From an optimization exercise on the open Yosys and OpenROAD flow, aimed at a short achievable clock period and few clock cycles; shortcuts taken in it are not production practice. No functional check of the RTL was part of any run shown here. Power and IR drop assume default switching activity.

==> design/flow/design.v <==
module mips(input  logic        clk, reset,
            output logic [31:0] pc,
            input  logic [31:0] instr,
            output logic        memwrite,
            output logic [31:0] aluout, writedata,
            input  logic [31:0] readdata);
  localparam logic [5:0] OP_R    = 6'b000000;
  localparam logic [5:0] OP_J    = 6'b000010;
  localparam logic [5:0] OP_BEQ  = 6'b000100;
  localparam logic [5:0] OP_BGTZ = 6'b000111;
  localparam logic [5:0] OP_ADDI = 6'b001000;
  localparam logic [5:0] OP_ANDI = 6'b001100;
  localparam logic [5:0] OP_XORI = 6'b001110;
  localparam logic [5:0] OP_LH   = 6'b100001;
  localparam logic [5:0] OP_LW   = 6'b100011;
  localparam logic [5:0] OP_LHU  = 6'b100100;
  localparam logic [5:0] OP_SW   = 6'b101011;
  logic [31:0] pcF;
  logic        validD, predD, crossD, longD;
  logic [21:0] hiPD, hiMD;
  logic [7:0]  btloD;
  logic        btcD;
  logic [31:0] irD, pc4D;
  logic        validE;
  logic        regwE, memwE, loadE, brEqE, brGtE, jrE, predE, xE;
  logic        selAdd, selAnd, selOr, selXor, selSlt, selSrl, subE;
  logic [1:0]  ldtE;
  logic [4:0]  destE, shamtE;
  logic [31:0] opAE, opBE, sdE, altE;
  logic        constE;    
  logic        lastE;     
  logic [31:0] cvalE;
  logic        regwM, memwM;
  logic [1:0]  ldtM;      
  logic [4:0]  destM;
  logic [31:0] aluM, sdM;
  logic [31:0] aluQ;      
  logic [31:0] rf [1:31];
  logic [31:0] resultM;
  always_comb
    case (ldtM)
      2'd1:    resultM = readdata;
      2'd2:    resultM = {{16{readdata[15]}}, readdata[15:0]};
      2'd3:    resultM = {24'b0, readdata[7:0]};
      default: resultM = aluM;
    endcase
  always_ff @(posedge clk)
    if (regwM) rf[destM] <= resultM;
  logic [31:0] one;    
  always_ff @(posedge clk, posedge reset)
    if (reset)      one <= '0;
    else if (regwM) one[destM] <= (ldtM == 2'd0) & (aluM == 32'd1);
  assign aluout    = aluQ;
  assign writedata = sdM;
  assign memwrite  = memwM;
  logic [31:0] a, b, sd, sum, alures;
  logic        taken, redirE;
  logic [31:0] tgtE;
  assign a  = opAE;
  assign b  = opBE;
  assign sd = sdE;
  logic [32:0] sumx;
  assign sumx = {a, 1'b1} + {b, subE};
  assign sum  = sumx[32:1];
  logic [31:0] pE, cE, logres;
  assign logres = ({32{selAnd}} & (a & b))
                | ({32{selOr}}  & (a | b))
                | ({32{selXor}} & (a ^ b))
                | ({32{selSrl}} & (b >> shamtE));
  assign pE = a ^ b;
  assign cE = sum ^ pE;
  fwdsel u_alures(.px(pE), .c(cE), .sltx(sum[31]), .fs(selAdd), .fl(selSlt),
                  .rest(logres), .y(alures));
  logic [31:0] jrsum;
  logic        a_gt_b;
  assign jrsum = a + b;
  assign a_gt_b = (a > b);
  assign taken  = (a == b);
  assign redirE = validE & brEqE & (taken ^ xE) & ~redirM;
  assign tgtE   = altE;
  logic        redirM;
  logic [31:0] tgtM;
  logic [5:0]  opD, fnD;
  logic [4:0]  rsD, rtD, rdD, destD;
  logic [31:0] seD, zeD, rsv, rtv;
  logic        isR, isJR, isLoad, isSW, isBEQ, isBGTZ, isADDI, isANDI, isXORI;
  logic        useRt, regwD, stall;
  assign opD = irD[31:26];
  assign fnD = irD[5:0];
  assign rsD = irD[25:21];
  assign rtD = irD[20:16];
  assign rdD = irD[15:11];
  assign seD = {{16{irD[15]}}, irD[15:0]};
  assign zeD = {16'b0, irD[15:0]};
  assign isR    = (opD == OP_R);
  assign isJR   = isR & (fnD == 6'b001000);
  assign isLoad = (opD == OP_LW) | (opD == OP_LH) | (opD == OP_LHU);
  assign isSW   = (opD == OP_SW);
  assign isBEQ  = (opD == OP_BEQ);
  assign isBGTZ = (opD == OP_BGTZ);
  assign isADDI = (opD == OP_ADDI);
  assign isANDI = (opD == OP_ANDI);
  assign isXORI = (opD == OP_XORI);
  assign useRt = isR | isBEQ | isBGTZ | isSW;
  logic invD;
  assign invD = isR & ((fnD == 6'b100010) | (fnD == 6'b101010));
  assign destD = isR ? rdD : rtD;
  assign regwD = ((isR & ~isJR) | isLoad | isADDI | isANDI | isXORI) & (destD != 5'd0);
  assign rsv = (rsD == 5'd0) ? 32'b0 : (regwM & (destM == rsD)) ? resultM : rf[rsD];
  assign rtv = (rtD == 5'd0) ? 32'b0 : (regwM & (destM == rtD)) ? resultM : rf[rtD];
  logic hitA, hitB;
  logic matchA, matchB;
  assign matchA = validE & regwE & (destE == rsD);
  assign matchB = validE & regwE & (destE == rtD);
  assign hitA   = matchA & ~loadE;
  assign hitB   = matchB & ~loadE;
  assign stall = validD & loadE & ((matchA & (opD != OP_J)) | (useRt & matchB));
  logic        immB;
  logic [31:0] immv, restA, restB, restS, nextA, nextB, nextS;
  assign immB  = isLoad | isSW | isADDI | isANDI | isXORI;
  assign immv  = (isANDI | isXORI) ? zeD : seD;
  assign restA = hitA ? logres : rsv;
  assign restS = hitB ? logres : rtv;
  assign restB = immB ? immv : ({32{invD}} ^ restS);
  fwdsel u_nextA(.px(pE), .c(cE), .sltx(sum[31]), .fs(hitA & selAdd),
                 .fl(hitA & selSlt), .rest(restA), .y(nextA));
  fwdsel u_nextB(.px(pE ^ {32{invD}}), .c(cE), .sltx(sum[31] ^ invD),
                 .fs(~immB & hitB & selAdd), .fl(~immB & hitB & selSlt),
                 .rest(restB), .y(nextB));
  fwdsel u_nextS(.px(pE), .c(cE), .sltx(sum[31]), .fs(hitB & selAdd),
                 .fl(hitB & selSlt), .rest(restS), .y(nextS));
  logic        eA, eB, mA, mB, zA, zB;
  logic        cA, cB, aA, aB;        
  logic        jrFast;
  logic [31:0] ceam, jrtgtD, dtgt;
  assign zA = (rsD == 5'd0);
  assign zB = (rtD == 5'd0);
  assign eA = validE & regwE & (destE == rsD);
  assign eB = validE & regwE & (destE == rtD);
  assign mA = regwM & (destM == rsD);
  assign mB = regwM & (destM == rtD);
  assign cA = ~zA & eA & constE;
  assign cB = ~zB & eB & constE;
  assign aA = ~zA & ~eA & mA & (ldtM == 2'd0);
  assign aB = ~zB & ~eB & mB & (ldtM == 2'd0);
  assign jrFast = isJR & (zA | cA | aA) & (zB | cB | aB);
  assign ceam = cvalE + aluM;
  always_comb
    case ({cA, aA, cB, aB})
      4'b1000, 4'b0010: jrtgtD = cvalE;
      4'b0100, 4'b0001: jrtgtD = aluM;
      4'b1001, 4'b0110: jrtgtD = ceam;
      4'b1010:          jrtgtD = {cvalE[30:0], 1'b0};
      4'b0101:          jrtgtD = {aluM[30:0], 1'b0};
      default:          jrtgtD = 32'b0;
    endcase
  logic        lastD;
  assign lastD = validD & isADDI & (rsD == rtD) & (rtD != 5'd0) & (irD[15:0] == 16'hFFFF) &
                 ~eA & ~mA & one[rtD];
  logic        exitD, predEff;
  assign exitD   = isBGTZ & zB & validE & lastE & (destE == rsD) & predD & ~longD;
  assign predEff = predD & ~longD & ~exitD;
  logic [31:0] fixTgt;
  assign fixTgt = {btcD ? hiPD : hiMD, btloD, pc4D[1:0]};
  logic        rLong, rCross, redirD;
  assign rLong  = longD | exitD;
  assign rCross = crossD & ~exitD;
  assign redirD = validD & ~stall & (rLong | rCross | jrFast);
  assign dtgt   = jrFast ? jrtgtD : rCross ? fixTgt : pc4D;
  logic [31:0] brtgtD;
  assign brtgtD[31:2] = pc4D[31:2] + seD[29:0];
  assign brtgtD[1:0] = pc4D[1:0];
  logic [31:0] pc4F, jtgtF, btgtF;
  logic [5:0]  opF;
  logic        isJF, predF;
  assign opF   = instr[31:26];
  logic [29:0] pcinc;
  assign pcinc = pcF[31:2] + 30'd1;
  assign pc4F = {pcinc, pcF[1:0]};
  logic        bgtzF, beqF;
  assign isJF  = opF[1] & ~opF[0] & ~opF[3];
  assign bgtzF = opF[2] & opF[0];
  assign beqF  = opF[2] & ~opF[0] & ~opF[3] & ~opF[5];
  assign predF = (beqF  & ((instr[25:21] == instr[20:16]) | instr[15])) |
                 (bgtzF & ((instr[20:16] == 5'd0) | instr[15]));
  assign jtgtF = {pc4F[31:28], instr[25:0], 2'b00};
  logic [7:0]  btlo;
  logic        btc, shortF;
  logic [9:0] btsum;
  assign btsum = {1'b0, pcF[9:2], 1'b1} + {1'b0, instr[7:0], 1'b1};
  assign btlo  = btsum[8:1];
  assign btc   = btsum[9];
  assign btgtF = {pcF[31:10], btlo, pcF[1:0]};
  logic [21:0] hiPF, hiMF;
  assign hiPF  = pcF[31:10] + 22'd1;
  assign hiMF  = pcF[31:10] - 22'd1;
  assign shortF = (instr[15:8] == {8{instr[7]}});
  assign pc = pcF;
  logic [31:0] pcbase, pcnext;
  logic        ovr, selJ, selB;
  assign ovr    = redirM | stall | redirD;
  assign pcbase = redirM ? tgtM : stall ? pcF : dtgt;
  assign selJ   = isJF;
  assign selB   = predF & ~isJF;
  pcsel u_pcsel(.etgt(tgtE), .base(pcbase), .jtgt(jtgtF), .btgt(btgtF), .p4(pc4F),
                .rede(redirE), .ovr(ovr), .selj(selJ), .selb(selB), .y(pcnext));
  always_ff @(posedge clk, posedge reset)
    if (reset) pcF <= 32'b0;
    else       pcF <= pcnext;
  always_ff @(posedge clk, posedge reset)
    if (reset)       validD <= 1'b0;
    else if (redirM | redirE) validD <= 1'b0;
    else if (!stall) validD <= ~redirD;
  always_ff @(posedge clk)
    if (!stall) begin
      irD   <= instr;
      pc4D  <= pc4F;
      predD <= predF;
      crossD <= predF & shortF & (btc != instr[7]);
      longD  <= predF & ~shortF;
      hiPD   <= hiPF;
      hiMD   <= hiMF;
      btloD  <= btlo;
      btcD   <= btc;
    end
  logic killE;
  assign killE = redirM | redirE | stall | ~validD;
  always_ff @(posedge clk, posedge reset)
    if (reset) validE <= 1'b0;
    else       validE <= ~killE;
  always_ff @(posedge clk) begin
    regwE  <= regwD;
    memwE  <= isSW;
    loadE  <= isLoad;
    brEqE  <= isBEQ | (isBGTZ & (rtD == 5'd0));
    brGtE  <= isBGTZ & (rtD != 5'd0);
    xE     <= isBEQ ? predEff : ~predEff;
    jrE    <= isJR & ~jrFast;
    constE <= (isADDI | isANDI | isXORI) & (rsD == 5'd0);
    lastE  <= lastD;
    cvalE  <= isADDI ? seD : isXORI ? zeD : 32'b0;
    predE  <= predEff;
    ldtE   <= (opD == OP_LW) ? 2'd1 : (opD == OP_LH) ? 2'd2 : (opD == OP_LHU) ? 2'd3 : 2'd0;
    destE  <= destD;
    shamtE <= irD[10:6];
    subE   <= invD;
    selAdd <= isLoad | isSW | isADDI | (isR & ((fnD == 6'b100000) | (fnD == 6'b100010)));
    selAnd <= isANDI | (isR & (fnD == 6'b100100));
    selOr  <= isR & (fnD == 6'b100101);
    selXor <= isXORI;
    selSlt <= isR & (fnD == 6'b101010);
    selSrl <= isR & (fnD == 6'b000010);
    opAE   <= nextA;
    opBE   <= nextB;
    sdE    <= nextS;
    altE   <= predEff ? pc4D : brtgtD;
  end
  always_ff @(posedge clk, posedge reset)
    if (reset) begin
      regwM  <= 1'b0;
      memwM  <= 1'b0;
      redirM <= 1'b0;
    end else begin
      regwM  <= validE & regwE & ~redirM;
      memwM  <= validE & memwE & ~redirM;
      redirM <= validE & ~redirM & (jrE | (brGtE & (a_gt_b ^ predE)));
    end
  always_ff @(posedge clk) begin
    ldtM  <= ldtE;
    destM <= destE;
    aluM  <= alures;
    aluQ  <= sum;
    sdM   <= sd;
    tgtM   <= jrE ? jrsum : altE;
  end
endmodule
module fwdsel(input  logic [31:0] px, c, rest,
              input  logic        sltx, fs, fl,
              output logic [31:0] y);
  assign y[31:1] = fs ? (px[31:1] ^ c[31:1]) : rest[31:1];
  assign y[0]    = fs ? (px[0] ^ c[0]) : fl ? sltx : rest[0];
endmodule
module pcsel(input  logic [31:0] etgt, base, jtgt, btgt, p4,
             input  logic        rede, ovr, selj, selb,
             output logic [31:0] y);
  assign y = rede ? etgt : ovr ? base : selj ? jtgt : selb ? btgt : p4;
endmodule
==> design/flow/flow/run.sh <==
#!/bin/bash
# Standard ORFS layout (the standard.sh) with these changes to how it is
# made (constraints unchanged):
#  - ports are buffered with buf_4 instead of the default delay buffer, and
#    the resizer may change a cell's footprint.
set -euo pipefail
bash standard.sh finish SETUP_SLACK_MARGIN=6.6 MATCH_CELL_FOOTPRINT=0 \
  "BUFFER_PORTS_ARGS=-buffer_cell sky130_fd_sc_hd__buf_4" CTS_CLUSTER_SIZE=20 CTS_CLUSTER_DIAMETER=60 > make_finish.log 2>&1
==> design/flow/standard.sh <==
#!/bin/bash
# synth_recipe.tcl (not shown) runs the flow's synth.tcl, then flattens the netlist and writes it again
# the make line also repeats each setting of config.mk as NAME=value (left out here)
make -C /OpenROAD-flow-scripts/flow DESIGN_CONFIG=/design/flow/config.mk WORK_HOME=/design/flow/orfs CLKGATE_MAP_FILE= SYNTH_SCRIPT=/design/flow/synth_recipe.tcl "${@:-finish}"
==> design/flow/config.mk <==
export PLATFORM = sky130hd
export DESIGN_NAME = mips
export DESIGN_NICKNAME = mips
export VERILOG_FILES = /design/flow/design.v
export SDC_FILE = /design/flow/constraint.sdc
export NUM_CORES = 4
export LEC_CHECK = 0
export CAP_MARGIN = 20
export CORE_MARGIN = 2
export CORE_UTILIZATION = 40
export PLACE_DENSITY = 0.65
export SETUP_SLACK_MARGIN = 5
export SLEW_MARGIN = 20
==> design/flow/constraint.sdc <==
create_clock -name core_clock -period 9.0 [get_ports {clk}]
set_input_delay 1.8000 -clock core_clock [delete_from_list [all_inputs] [get_ports {clk}]]
set_output_delay 1.8000 -clock core_clock [all_outputs]
set_load 0.01 [all_outputs]
==> results of run 1 <==
power groups by stage:
stage          Combinational, mW  Sequential (mW)  Clock (mW)
2_1_floorplan               2.59             8.44           0
3_3_place_gp                3.97             8.76           0
3_5_place_dp                3.99             8.76           0
4_1_cts                     6.20             8.52        5.78
5_1_grt                     7.36             8.57        6.07
6_report                    7.21             8.55        5.79
layer usage:
layer  track usage [%]  vias to the layer above  wire length [um]
met5                 0                        -                13
met4              27.1                        2             36000
met3              8.53                     1504             44400
met2              50.0                     5366            149000
met1              39.3                    31800            112000
li1                  -                    24600                 -
layout make-up:
cell class                 instances  area (sq um)
timing repair buffer            1259         14000
multi-input combinational       3718         42600
sequential                      1499         41900
inverter                         177           838
antenna                           10          25.0
tap                             2526          3160
clock inverter                    77          1030
fill                           14600         85800
timing repair inverter             6           119
clock buffer                     135          3160
repair_timing:
action | 4_1_cts | 5_1_grt
pin swaps | 411 | 329
cloned | 104 | 16
resized for setup | 1820 | 482
endpoints found under the setup margin | 1628 | 1023
buffers inserted | 687 | 195
sequential cells by signal, indices dropped and copies added (netlist names), 5 cells and up, named ones only:
register  cells
sdE          32
cvalE        17
aluM         32
rf          992
destE         5
aluQ         32
btloD         8
hiMD         21
tgtM         32
one          32
opBE         32
irD          32
pc4D         32
destM         5
pcF          32
sdM          32
opAE         32
shamtE        5
altE         32
hiPD         22
critical path, cell delays in order (launching register included):
cell	delay, ps
edfxtp_1	450
buf_4	180
xnor2_2	140
nand3_2	140
or3_4	410
a311oi_4	360
a211o_1	240
buf_12	150
a31oi_4	100
buf_6	160
a211oi_2	510
a21oi_1	130
a31oi_1	350
final timing paths:
check | startpoint | endpoint | slack, ps
min reg2reg | sdE[11] | sdM[11] | 330
max reg2reg | irD[23] | pcF[14] | 5560
min | sdE[11] | sdM[11] | 330
min in group asynchronous | reset | pcF[19] | 1310
max in group asynchronous | reset | one[16] | 6910
max | irD[23] | pcF[14] | 5560
kinds of logic (layout without fill, tap and decap cells):
kind of cell,after synthesis,count (layout)
other,0,10
muxes,867,867
adders and majority gates,176,176
buffers and inverters,592,1654
AOI/OAI and AO/OA,1156,1175
xor gates and xnor gates,247,247
and+or+nand+nor,1249,1253
DFF,1499,1499
metrics by stage:
step / power, mW / setup WS, ps / instances
final: 21.6 / 5560 / 9407
after global routing: 22.0 / 5540 / 9398
after CTS: 20.5 / 5730 / 9186
after detailed placement: 12.8 / 4190 / 8183
after global placement: 12.7 / 4280 / 8183
after floorplan: 11.0 / 5360 / 5786
layout by cell type (no fill, tap or decap), types with 63 or more instances in the layout:
master     instances
buf_12           124
a21oi_2          106
nor2_4            63
xnor2_1           84
o21ai_2           70
dfxtp_4           63
ha_1             108
nor2_1           283
edfxtp_1        1111
a211oi_1          66
buf_4            661
inv_1            104
clkbuf_16        179
dfxtp_2           90
mux4_2           588
dfxtp_1          166
nand2_2           63
xor2_1            82
o21ai_4           63
mux2i_1          142
nand2_1          351
a21oi_1          192
o21ai_0           93
buf_6            347
==> impl_summary.txt, run 1 <==
----------------------------------------------------
[STA]
  Period utilisation layout ... 38.3%
  Hold Violations, Final ... 0
  Maximum achievable frequency ... slightly below 300 MHz
  Minimum period implied by the final worst setup slack ... 3440 ps
  Worst slew margin ... 16.8%
  Total of endpoints with negative setup slack in the final report ... 0
  Maximum clock skew at final layout ... 73.9 ps
  Slew Limit Fails ... 0
  Pin slew with the least headroom to its limit ... approximately 1200 ps
  Worst-case hold slack ... 327 ps
  Setup tns final ... 0 ps
  RSZ-0062 raised after global routing ... yes

[Clock network]
  Count of hold-fix buffers inserted at cts ... 0
  Maximum count of clock buffers along a single path ... 3
  CTS root buf ... clkbuf_16
  Number of clock sinks seen by CTS ... 1,499
  H-tree depth reported by CTS ... 3
  Clock input transition at the sequential cells of the worst setup and hold paths ... around 80 ps
  CTS Buf Count ... about 120
  Clock tree from TritonCTS ... built
  Later-pin clock latency in the skew report ... approximately 860 ps

[Power]
  Pint ... 14.2 mW
  Net switching power ... 7.40 mW
  Sequential share of power ... 39.7%
  Leakage ... 38.5 nW
  Comb power frac ... between 30% and 40%
  Share of total power consumed by net switching ... 34.3%
  Part of the power in the clock network ... 26.8%
  Peak supply drop ... around 230 uV
  Power density over the cells ... approximately 200 mW/mm^2

[Route]
  Average routed wire per standard cell ... ~36 um
  Initial detailed-routing violation count ... 9,575
  Remaining antenna violation count after routing ... 0
  Number of vias per cell ... 6.73
  Detailed Routing Iterations Pass 1 ... 9
  Vias post-DR ... between 60,000 and 70,000
  Final WL ... 341 mm
  Final routed DRC violation total ... 0

[Synthesis]
  Post-synth top area share ... 43.0%
  Cell with the most instances after synthesis ... edfxtp_1
  Most frequent cells after synthesis ... edfxtp_1 (1,111), mux4_2 (588), nand2_1 (457)
  Share of the synthesized netlist area taken by xor and xnor gates ... roughly 2.8%
  Mux contribution to synthesized area ... 20.8%
  Top cells by area in the synthesized netlist ... edfxtp_1 (43%), mux4_2 (17%), dfxtp_1 (8.2%), mux2i_1 (2.9%), ha_1 (2.8%)
  Post-Synth Adder-Cell Area ... about 2.9%
  Number of synthesized register bits ... 1,499
  Largest family of logic cells by synthesized area ... multiplexers
  Register area share after synthesis ... 53.5%
  Gate count after technology mapping ... 5,786
  Distinct cells, synth ... 100
  Total number of yosys warnings ... 1
  Fraction of the mapped netlist area in compound gates ... 9.57%
  Main synth FF type ... edfxtp_1
  Post-synthesis simple-gate area fraction ... 7.34%
  Total standard cell area after synthesis ... 0.0776 sq mm
  Proportion of register bits with asynchronous set or reset after synthesis ... 4.60%
  Syn avg cell area ... 13.4 sq um
  Dominant cell type by area after synthesis ... edfxtp_1
  Number of enable flip-flop cells after synthesis ... roughly 1,100

[Floorplan]
  Height of the die ... approximately 440 um
  Cell row count ... 161
  Die footprint ... slightly below 0.2 sq mm
  Number of top-level design ports ... 163
  Area of the core ... about 0.19 sq mm
  Die span in x ... 444 um
  Starting density of the core ... 40.3%

[Setup path]
  Crit start category ... register
  Data required time at the worst endpoint ... 9730 ps
  Arrival time at the worst endpoint ... 4180 ps
  Length in cells of the worst reg-to-reg path ... 12
  Classification of the worst setup path ... register to register
  Critical Path Sink Type ... register
  Maximum fanout count along the critical path ... 6

[Global route]
  Largest net degree at the start of global routing ... 70
  Number of global-route vias before repair ... 60,600
  Number of antenna violations at the first check in global routing ... 12
  Overall Global Routing Usage ... 32.8%
  Gr ovfl total ... 0
  First-pass GRT wire length ... 461 mm

[Placed design]
  Final HPWL from detailed placement ... between 150 and 200 mm
  Placed Area ... 0.0829 sq mm
  Port buffer count ... 162
  Weighted congestion at the end of routability-driven global placement ... 1.03

[Finish]
  Proportion of layout cells with a drive suffix above 1 ... approximately 51%
  Total number of nets in the final design ... ~7,000
  Finished layout cell area ... roughly 0.11 sq mm
  Share of the core filled with cells ... 55.5%
  Signed area change from the synthesized netlist to the final layout ... 37.7%

[Hold path]
  Instance count along the most critical hold path ... 0
  Hold Crit Class ... register to register

[Run]
  Max-cap violations ... 0

[Run status]
  Result of the run ... timing/DRC/antenna clean

----------------------------------------------------
==> inputs of run 2 (changes only) <==
--- a/design/flow/flow/run.sh
+++ b/design/flow/flow/run.sh
@@ -7,2 +7,2 @@
 bash standard.sh finish SETUP_SLACK_MARGIN=6.6 MATCH_CELL_FOOTPRINT=0 \
-  "BUFFER_PORTS_ARGS=-buffer_cell sky130_fd_sc_hd__buf_4" CTS_CLUSTER_SIZE=20 CTS_CLUSTER_DIAMETER=60 > make_finish.log 2>&1
+  "BUFFER_PORTS_ARGS=-buffer_cell sky130_fd_sc_hd__buf_4" CTS_CLUSTER_SIZE=16 CTS_CLUSTER_DIAMETER=50 > make_finish.log 2>&1
--- a/design/flow/config.mk
+++ b/design/flow/config.mk
@@ -10,3 +10,2 @@
 export CORE_UTILIZATION = 40
-export PLACE_DENSITY = 0.65
 export SETUP_SLACK_MARGIN = 5
==> run 2 against run 1 <==
Net effect:
- clock skew is 8.9 ps lower
- sequential power about the same
- non-clock buffer count up 78
- worst hold slack lost 4.5 ps
- setup slack better by 47 ps
- critical path depth did not move
- global-route usage is 0.29 points higher
- critical endpoint is now pcF[31]
- largest cell class unchanged
- largest power group unchanged
==> impl_summary.txt, run 2 <==
----------------------------------------------------
[Floorplan]
  Height of the die ... 444 um (unchanged)
  Die span in x ... 444 um (unchanged)
  Cell row count ... 161 (unchanged)
  Area of the core ... 0.193 sq mm (unchanged)
  Die footprint ... 0.198 sq mm (unchanged)
  Number of top-level design ports ... 163 (unchanged)
  Starting density of the core ... 40.3% (unchanged)

[Synthesis]
  Proportion of register bits with asynchronous set or reset after synthesis ... 4.60% (unchanged)
  Post-Synth Adder-Cell Area ... 2.89% (unchanged)
  Share of the synthesized netlist area taken by xor and xnor gates ... 2.79% (unchanged)
  Gate count after technology mapping ... 5,786 (unchanged)
  Cell with the most instances after synthesis ... edfxtp_1
  Mux contribution to synthesized area ... 20.8% (unchanged)
  Post-synthesis simple-gate area fraction ... 7.34% (unchanged)
  Distinct cells, synth ... 100 (unchanged)
  Top cells by area in the synthesized netlist ... edfxtp_1 (43%), mux4_2 (17%), dfxtp_1 (8.2%), mux2i_1 (2.9%), ha_1 (2.8%)
  Register area share after synthesis ... 53.5% (unchanged)
  Dominant cell type by area after synthesis ... edfxtp_1
  Largest family of logic cells by synthesized area ... multiplexers
  Syn avg cell area ... 13.4 sq um (unchanged)
  Total number of yosys warnings ... 1 (unchanged)
  Post-synth top area share ... 43.0% (unchanged)
  Main synth FF type ... edfxtp_1
  Fraction of the mapped netlist area in compound gates ... 9.57% (unchanged)
  Total standard cell area after synthesis ... 0.0776 sq mm (unchanged)
  Number of enable flip-flop cells after synthesis ... 1,111 (unchanged)
  Most frequent cells after synthesis ... edfxtp_1 (1,111), mux4_2 (588), nand2_1 (457)
  Number of synthesized register bits ... 1,499 (unchanged)

[Setup path]
  Delay of the slowest critical-path stage ... 580 ps (+70 ps)
  Combined buffer and inverter count along the critical path ... 3 (unchanged)
  Crit path max-delay family ... simple AND/OR/NAND/NOR gates
  Chain of cells forming the critical path ... or4_4 > buf_6 > or2_4 > buf_4 > nand4_1 > mux2i_4 > o21ai_4 > buf_4 > a211oi_2 > nand4_1 > a311oi_2 > nor3_1
  Reg-to-reg endpoint ... pcF[31]
  Crit start category ... register
  Length in cells of the worst reg-to-reg path ... 12 (unchanged)
  Critical Path Sink Type ... register
  Maximum fanout count along the critical path ... 5 (-1)
  Worst setup slack for register-to-register paths ... 5600 ps (+50 ps)
  Arrival time at the worst endpoint ... 4110 ps (-70 ps)
  Standard cell with the maximum stage delay on the critical path ... or4_4
  Data required time at the worst endpoint ... 9710 ps (-20 ps)
  Classification of the worst setup path ... register to register
  Worst R2R Start ... irD[18]

[STA]
  Total of endpoints with negative setup slack in the final report ... 0 (unchanged)
  Period utilisation layout ... 37.7% (-0.53 points)
  Maximum clock skew at final layout ... 65.1 ps (-8.89 ps)
  Setup ws final ... 5600 ps (+47.5 ps)
  Slew Limit Fails ... 0 (unchanged)
  Hold Violations, Final ... 0 (unchanged)
  Minimum period implied by the final worst setup slack ... 3400 ps (-47.5 ps)
  Setup tns final ... 0 ps (unchanged)
  RSZ-0062 raised after global routing ... yes
  Pin slew with the least headroom to its limit ... 1060 ps (-181 ps)
  Worst slew margin ... 28.9% (+12 points)
  Maximum achievable frequency ... 294 MHz (+1.4%)

[Finish]
  Total number of nets in the final design ... 7,141 (+1.7%)
  Most flops, register ... rf
  Proportion of layout cells with a drive suffix above 1 ... 51.6% (+1.1 points)
  Most common cell after layout, fill and taps aside ... edfxtp_1
  Signed area change from the synthesized netlist to the final layout ... 40.7%
  Number of flip-flops in the largest register ... 992 (unchanged)
  Most frequent cells in the layout ... edfxtp_1 (1,111), buf_4 (705), mux4_2 (588), buf_6 (398), nand2_1 (353)

[Route]
  Remaining antenna violation count after routing ... 0 (unchanged)
  Final WL ... 346 mm (+1.4%)
  Initial detailed-routing violation count ... 8,450 (-12%)
  Number of vias per cell ... 6.61 (-1.7%)
  Final routed DRC violation total ... 0 (unchanged)
  Average routed wire per standard cell ... 36.2 um (-0.29%)
  Detailed Routing Iterations Pass 1 ... 8 (-1)
  Vias post-DR ... 63,200 (-0.081%)

[Global route]
  First-pass GRT wire length ... 461 mm (+0.12%)
  Largest net degree at the start of global routing ... 54 (-23%)
  Overall Global Routing Usage ... 33.1% (+0.29 points)
  Number of global-route vias before repair ... 60,500 (-0.096%)
  Gr ovfl total ... 0 (unchanged)
  Number of antenna violations at the first check in global routing ... 11 (-1)

[Placed design]
  Final HPWL from detailed placement ... 186 mm (+0.36%)
  Placement Setup Slack ... 4220 ps (+30.4 ps)
  Weighted congestion at the end of routability-driven global placement ... 1.00 (-2.6%)
  Port buffer count ... 162 (unchanged)

[Hold path]
  Capture endpoint of the worst hold path ... sdM[1]
  Instance count along the most critical hold path ... 0 (unchanged)
  Startpoint of the tightest hold check path ... sdE[1]
  Hold Crit Class ... register to register

[Clock network]
  Count of hold-fix buffers inserted at cts ... 0 (unchanged)
  H-tree depth reported by CTS ... 4 (+1)
  Clock input transition at the sequential cells of the worst setup and hold paths ... 70 ps (about the same)
  CTS Buf Count ... 161 (+38%)
  Maximum count of clock buffers along a single path ... 3 (unchanged)
  Number of clock sinks seen by CTS ... 1,499 (unchanged)
  CTS root buf ... clkbuf_16
  Later-pin clock latency in the skew report ... 860 ps (about the same)
  Clock tree from TritonCTS ... built

[Power]
  Power density over the cells ... 213 mW/mm^2 (+5.5%)
  Leakage ... 39.6 nW (+2.9%)
  Peak supply drop ... 223 uV (-1.9%)
  Post-layout power ... 23.2 mW (+7.7%)

[Run status]
  Result of the run ... timing/DRC/antenna clean

[Run]
  Max-cap violations ... 0 (unchanged)

----------------------------------------------------
-- run 2: cell counts after synthesis --
Identical to the previous run, type by type.
-- run 2: stage by stage --
| step | instances | hold WS, ps | util, % | area, sq um |
|---|---|---|---|---|
| finish | 9564 | 322 | 56.7 | 109000 |
| floorplan | 5786 | 310 | - | 79500 |
| global route | 9557 | 324 | 56.7 | 109000 |
| CTS | 9263 | 324 | 53.9 | 104000 |
| detailed placement | 8170 | 312 | 43.0 | 82800 |
| global placement | 8170 | 312 | 43.0 | 82800 |
-- run 2: per-layer routing --
layer | routed length [um] | global-route usage, % | up-vias
li1 | - | - | 25000
met1 | 116000 | 39.1 | 31900
met2 | 155000 | 50.8 | 4788
met3 | 37900 | 8.35 | 1568
met4 | 36800 | 28.2 | 6
met5 | 44 | 0 | -
-- run 2: report_power, final --
| part | leakage (nW) | switching, mW | internal [mW] |
|---|---|---|---|
| sequential | 14.1 | 0.517 | 8.06 |
| combinational | 22.8 | 4.09 | 3.34 |
| clock | 2.77 | 3.17 | 4.03 |
-- run 2: worst max path at each step --
stage | end | startpoint | depth (start not counted) | slack (ps)
6_report | pcF[31] | irD[18] | 12 | 5600
3_3_place_gp | opBE[20] | register | 10 | 4260
2_1_floorplan | crossD | instr[0] | 12 | 5360
4_1_cts | pc[5] | pcF[5] | 1 | 5660
3_5_place_dp | opBE[20] | register | 10 | 4220
5_1_grt | pcF[12] | irD[18] | 13 | 5560
-- run 2: cell families after synthesis --
logic type | count (synthesis)
AND/OR/NAND/NOR | 1249
buffers and inverters | 592
adder cells (fa/ha/maj) | 176
flip-flops | 1499
AO/OA/AOI/OAI | 1156
multiplexers | 867
XOR/XNOR | 247
-- run 2: cell type report --
type | instances | area, sq um
Fill cell | 14500 | 83400
Multi-Input combinational cell | 3716 | 42700
Sequential cell | 1499 | 41900
Timing Repair Buffer | 1337 | 14700
Clock buffer | 182 | 4200
Tap cell | 2526 | 3160
Clock inverter | 113 | 1500
Inverter | 177 | 858
Timing Repair inverter | 7 | 128
Antenna cell | 7 | 17.5
-- run 2: what timing repair did --
action                     in CTS  in global routing
pin swaps                     365                393
gates cloned                  103                 16
setup buffers                 695                278
gates resized for setup      1737                619
setup endpoints to repair    2011                741
==> inputs of run 3 (changes only) <==
--- a/design/flow/design.v
+++ b/design/flow/design.v
@@ -38,2 +38,8 @@
   logic [31:0] rf [1:31];
+  function automatic logic [31:0] fwdsel(input logic [31:0] px, c,
+                                         input logic sltx, fs, fl,
+                                         input logic [31:0] rest);
+    fwdsel[31:1] = fs ? (px[31:1] ^ c[31:1]) : rest[31:1];
+    fwdsel[0]    = fs ? (px[0] ^ c[0]) : fl ? sltx : rest[0];
+  endfunction
   logic [31:0] resultM;
@@ -71,4 +77,3 @@
   assign cE = sum ^ pE;
-  fwdsel u_alures(.px(pE), .c(cE), .sltx(sum[31]), .fs(selAdd), .fl(selSlt),
-                  .rest(logres), .y(alures));
+  assign alures = fwdsel(pE, cE, sum[31], selAdd, selSlt, logres);
   logic [31:0] jrsum;
@@ -124,9 +129,6 @@
   assign restB = immB ? immv : ({32{invD}} ^ restS);
-  fwdsel u_nextA(.px(pE), .c(cE), .sltx(sum[31]), .fs(hitA & selAdd),
-                 .fl(hitA & selSlt), .rest(restA), .y(nextA));
-  fwdsel u_nextB(.px(pE ^ {32{invD}}), .c(cE), .sltx(sum[31] ^ invD),
-                 .fs(~immB & hitB & selAdd), .fl(~immB & hitB & selSlt),
-                 .rest(restB), .y(nextB));
-  fwdsel u_nextS(.px(pE), .c(cE), .sltx(sum[31]), .fs(hitB & selAdd),
-                 .fl(hitB & selSlt), .rest(restS), .y(nextS));
+  assign nextA = fwdsel(pE, cE, sum[31], hitA & selAdd, hitA & selSlt, restA);
+  assign nextB = fwdsel(pE ^ {32{invD}}, cE, sum[31] ^ invD, ~immB & hitB & selAdd,
+                        ~immB & hitB & selSlt, restB);
+  assign nextS = fwdsel(pE, cE, sum[31], hitB & selAdd, hitB & selSlt, restS);
   logic        eA, eB, mA, mB, zA, zB;
@@ -276,8 +278,2 @@
 endmodule
-module fwdsel(input  logic [31:0] px, c, rest,
-              input  logic        sltx, fs, fl,
-              output logic [31:0] y);
-  assign y[31:1] = fs ? (px[31:1] ^ c[31:1]) : rest[31:1];
-  assign y[0]    = fs ? (px[0] ^ c[0]) : fl ? sltx : rest[0];
-endmodule
 module pcsel(input  logic [31:0] etgt, base, jtgt, btgt, p4,
--- a/design/flow/flow/run.sh
+++ b/design/flow/flow/run.sh
@@ -7,2 +7,2 @@
 bash standard.sh finish SETUP_SLACK_MARGIN=6.6 MATCH_CELL_FOOTPRINT=0 \
-  "BUFFER_PORTS_ARGS=-buffer_cell sky130_fd_sc_hd__buf_4" CTS_CLUSTER_SIZE=16 CTS_CLUSTER_DIAMETER=50 > make_finish.log 2>&1
+  "BUFFER_PORTS_ARGS=-buffer_cell sky130_fd_sc_hd__buf_4" CTS_CLUSTER_SIZE=20 CTS_CLUSTER_DIAMETER=60 > make_finish.log 2>&1
--- a/design/flow/config.mk
+++ b/design/flow/config.mk
@@ -12 +12,3 @@
 export SLEW_MARGIN = 20
+export SYNTH_HIERARCHICAL = 1
+export SYNTH_MINIMUM_KEEP_SIZE = 0
==> run 3 against run 2 <==
Net effect:
- cell area decreased by 3.4%
- utilization decreased by 2.5 points
- synthesized area increased by 0.68%
- via count decreased by 1.7%
- critical path type unchanged
- register-to-register slack got worse by 70 ps
- clock power decreased by 23%
- worst hold slack improved by 5.3 ps
- flip-flop and latch count unchanged
- cell count decreased by 2.7%
- die area increased by 0.68%
- setup slack got worse by 69 ps
==> impl_summary.txt, run 3 <==
----------------------------------------------------
[Run status]
  Result of the run ... timing/DRC/antenna clean

[Floorplan]
  Cell row count ... 162 (+0.62%)
  Die span in x ... 446 um (+0.34%)
  Starting density of the core ... 40.1% (-0.14 points)
  Die footprint ... 0.199 sq mm (+0.68%)
  Height of the die ... 446 um (+0.34%)
  Area of the core ... 0.195 sq mm (+1.0%)
  Number of top-level design ports ... 163 (unchanged)

[Global route]
  Number of antenna violations at the first check in global routing ... 24 (+13)
  Gr ovfl total ... 0 (unchanged)
  Number of global-route vias before repair ... 59,000 (-2.5%)
  Overall Global Routing Usage ... 32.1% (-1.0 points)
  Largest net degree at the start of global routing ... 54 (unchanged)
  First-pass GRT wire length ... 452 mm (-1.9%)

[Finish]
  Fill cell count ... 15,100 (+4.3%)
  Signed area change from the synthesized netlist to the final layout ... 34.9%
  Share of the core filled with cells ... 54.2% (-2.5 points)
  Total number of nets in the final design ... 6,906 (-3.3%)
  Number of non-filler instances in the completed layout ... 9,309 (-2.7%)
  Most common cell after layout, fill and taps aside ... edfxtp_1
  Most frequent cells in the layout ... edfxtp_1 (1,111), buf_4 (686), mux4_2 (588), buf_6 (313), nand2_1 (301)
  Finished layout cell area ... 0.105 sq mm (-3.4%)
  Number of flip-flops in the largest register ... 992 (unchanged)
  Proportion of layout cells with a drive suffix above 1 ... 49.5% (-2.1 points)
  Most flops, register ... rf

[STA]
  Minimum period implied by the final worst setup slack ... 3460 ps (+68.9 ps)
  Period utilisation layout ... 38.5% (+0.77 points)
  Pin slew with the least headroom to its limit ... 1280 ps (+216 ps)
  Hold Violations, Final ... 0 (unchanged)
  RSZ-0062 raised after global routing ... yes
  Total of endpoints with negative setup slack in the final report ... 0 (unchanged)
  Setup tns final ... 0 ps (unchanged)
  Maximum achievable frequency ... 289 MHz (-2.0%)
  Worst slew margin ... 14.4% (-14 points)
  Slew Limit Fails ... 0 (unchanged)
  Maximum clock skew at final layout ... 83.3 ps (+18.3 ps)

[Placed design]
  Port buffer count ... 162 (unchanged)
  Number of placed instances, taps included ... 8,101 (-0.84%)
  Placed Area ... 0.0830 sq mm (+0.29%)
  Final HPWL from detailed placement ... 179 mm (-3.6%)
  Weighted congestion at the end of routability-driven global placement ... 1.01 (+0.81%)

[Clock network]
  Clock tree from TritonCTS ... built
  Later-pin clock latency in the skew report ... 820 ps (-40 ps)
  Maximum count of clock buffers along a single path ... 3 (unchanged)
  Number of clock sinks seen by CTS ... 1,499 (unchanged)
  Clock input transition at the sequential cells of the worst setup and hold paths ... 90 ps (+20 ps)
  CTS root buf ... clkbuf_16
  CTS Buf Count ... 114 (-29%)
  H-tree depth reported by CTS ... 3 (-1)

[Setup path]
  Arrival time at the worst endpoint ... 4200 ps (+90 ps)
  Worst R2R Start ... irD[25]
  Maximum fanout count along the critical path ... 9 (+4)
  Length in cells of the worst reg-to-reg path ... 14 (+2)
  Classification of the worst setup path ... register to register
  Worst setup slack for register-to-register paths ... 5540 ps (-70 ps)
  Reg-to-reg endpoint ... pcF[30]
  Crit start category ... register
  Data required time at the worst endpoint ... 9730 ps (+20 ps)
  Critical Path Sink Type ... register

[Synthesis]
  Number of synthesized register bits ... 1,499 (unchanged)
  Main synth FF type ... edfxtp_1
  Cell with the most instances after synthesis ... edfxtp_1
  Register area share after synthesis ... 53.1% (-0.36 points)
  Number of enable flip-flop cells after synthesis ... 1,111 (unchanged)
  Post-synthesis simple-gate area fraction ... 6.50% (-0.83 points)
  Dominant cell type by area after synthesis ... edfxtp_1
  Largest family of logic cells by synthesized area ... multiplexers
  Total number of yosys warnings ... 7 (+6)
  Post-synth top area share ... 42.7% (-0.29 points)
  Top cells by area in the synthesized netlist ... edfxtp_1 (43%), mux4_2 (17%), dfxtp_1 (8.2%), mux2i_1 (2.8%), ha_1 (2.7%)
  Post-Synth Adder-Cell Area ... 2.87% (-0.020 points)
  Fraction of the mapped netlist area in compound gates ... 10.5% (+0.97 points)
  Share of the synthesized netlist area taken by xor and xnor gates ... 2.51% (-0.28 points)
  Total standard cell area after synthesis ... 0.0781 sq mm (+0.68%)
  Proportion of register bits with asynchronous set or reset after synthesis ... 4.60% (unchanged)
  Mux contribution to synthesized area ... 21.1% (+0.37 points)
  Syn avg cell area ... 13.7 sq um (+2.1%)
  Gate count after technology mapping ... 5,707 (-1.4%)
  Distinct cells, synth ... 104 (+4.0%)
  Most frequent cells after synthesis ... edfxtp_1 (1,111), mux4_2 (588), nand2_1 (346)

[Power]
  Power density over the cells ... 204 mW/mm^2 (-4.0%)
  Peak supply drop ... 193 uV (-14%)
  Leakage ... 37.5 nW (-5.3%)

[Hold path]
  Capture endpoint of the worst hold path ... sdM[16]
  Startpoint of the tightest hold check path ... sdE[16]
  Hold Crit Class ... register to register
  Instance count along the most critical hold path ... 0 (unchanged)

[Route]
  Number of vias per cell ... 6.68 (+0.98%)
  Initial detailed-routing violation count ... 9,976 (+18%)
  Final routed DRC violation total ... 0 (unchanged)
  Remaining antenna violation count after routing ... 0 (unchanged)
  Average routed wire per standard cell ... 36.0 um (-0.48%)
  Detailed Routing Iterations Pass 1 ... 7 (-1)
  Vias post-DR ... 62,200 (-1.7%)
  Final WL ... 335 mm (-3.1%)

[Run]
  Max-cap violations ... 0 (unchanged)

----------------------------------------------------
==> run 3: through the flow <==
stage                     hold slack (ps)  power (mW)  setup slack, ps
final                                 327        21.5             5540
after global routing                  331        22.0             5490
after CTS                             328        20.7             5720
after detailed placement              312        13.2             4290
after global placement                311        13.1             4300
after floorplan                       310        11.5             5380
==> run 3: layout make-up <==
class                   count  area [sq um]  share of cell area, %
diodes                     16          40.0                 0.0380
repair buffers           1259         14100                   13.4
clock buffers             126          2990                   2.84
inverters                 166           767                  0.728
repair inverters            6          92.6                 0.0879
flip-flops and latches   1499         41900                   39.7
multi-input cells        3618         41400                   39.3
clock inverters            77           957                  0.908
well taps                2542          3180                   3.02
==> run 3: power breakdown <==
| part | leakage (nW) | total, mW | internal (mW) | switching, mW |
|---|---|---|---|---|
| Combinational | 21.7 | 7.37 | 3.43 | 3.94 |
| Sequential | 13.9 | 8.64 | 8.13 | 0.510 |
| Clock | 1.89 | 5.51 | 2.66 | 2.85 |
| Total | 37.5 | 21.5 | 14.2 | 7.30 |
==> run 3: routing by layer <==
layer  global-route usage [%]  vias up  wire [um]
met5                        0        -         92
met4                     22.6       14      29200
met3                     7.24     1260      39500
met2                     49.3     4841     150000
met1                     40.3    31600     117000
li1                         -    24400          -
==> run 3: what timing repair did <==
item,4_1_cts,5_1_grt
hold buffers,0,0
setup buffers,668,198
pin swaps,333,283
endpoints found under the setup margin,2187,939
cloned,113,10
resized for setup,1617,426
==> run 3: modules after synthesis (local to each module, per instance) <==
module  times used  cells  flops+latches  area (sq um)
mips             1   5554           1499         76800
pcsel            1    153              0          1290
==> run 3: how the worst max path moves through the flow <==
stage               endpoint  cells after the start  slack (ps)       from
finish               pcF[30]                     14        5540    irD[25]
global route         pcF[30]                     14        5490    irD[25]
CTS                    pc[1]                      1        5720     pcF[1]
detailed placement   pcF[30]                     13        4290    irD[17]
global placement     pcF[30]                     13        4300    irD[17]
floorplan            pcF[14]                     11        5380  instr[18]
==> run 3: worst max-delay path, cell delays in order (launching register included) <==
cell	delay [ps]
edfxtp_1	460
xor2_1	190
nor3_2	250
nand4_1	200
buf_4	210
buf_4	180
nor2_2	260
a32o_4	370
buf_4	240
nand2_1	90
or3_1	300
o32a_1	290
nand2_1	70
o22ai_1	90
a21oi_1	170
==> run 3: logic make-up (layout without fill, tap and decap cells) <==
logic type | after synthesis | in the layout
other | 1 | 18
AND/OR/NAND/NOR | 1089 | 1092
buffers and inverters | 603 | 1634
multiplexers | 902 | 902
adder cells (fa/ha/maj) | 176 | 176
AO/OA/AOI/OAI | 1213 | 1222
flip-flops | 1499 | 1499
XOR/XNOR | 224 | 224

separate check: timing with driven ports:
How much do the figures lean on ideal ports? The routed layouts below were timed once more, with nothing changed but the port constraints.
Step 1 sets driving cells, clkbuf_16 on the clock port and buf_2 on the other inputs (assumed; they add their load-dependent delay and slew).
Step 2, shift: input delay + t, output delay - t, t = (earliest + latest rising clock arrival at the registers) / 2. This alone moves slack from input paths to output paths.
Three values: ideal ports, drivers, drivers and shift; two values: the first two.
run	t (ns)	setup slack, ns	hold WS [ns]	worst register clock-pin slew, ns
run 1	0.903	5.556 / 5.556 / 4.693	0.327 / 0.327 / 0.327	0.09 / 0.09
run 2	0.926	5.604 / 5.557 / 4.836	0.322 / 0.322 / 0.322	0.07 / 0.07
run 3	0.875	5.535 / 5.535 / 4.897	0.327 / 0.327 / 0.327	0.09 / 0.09
After both steps every run listed still meets setup and hold. For run 1, which loses most, drivers alone change the setup slack by 0.000 ns; drivers and shift together by -0.863 ns.
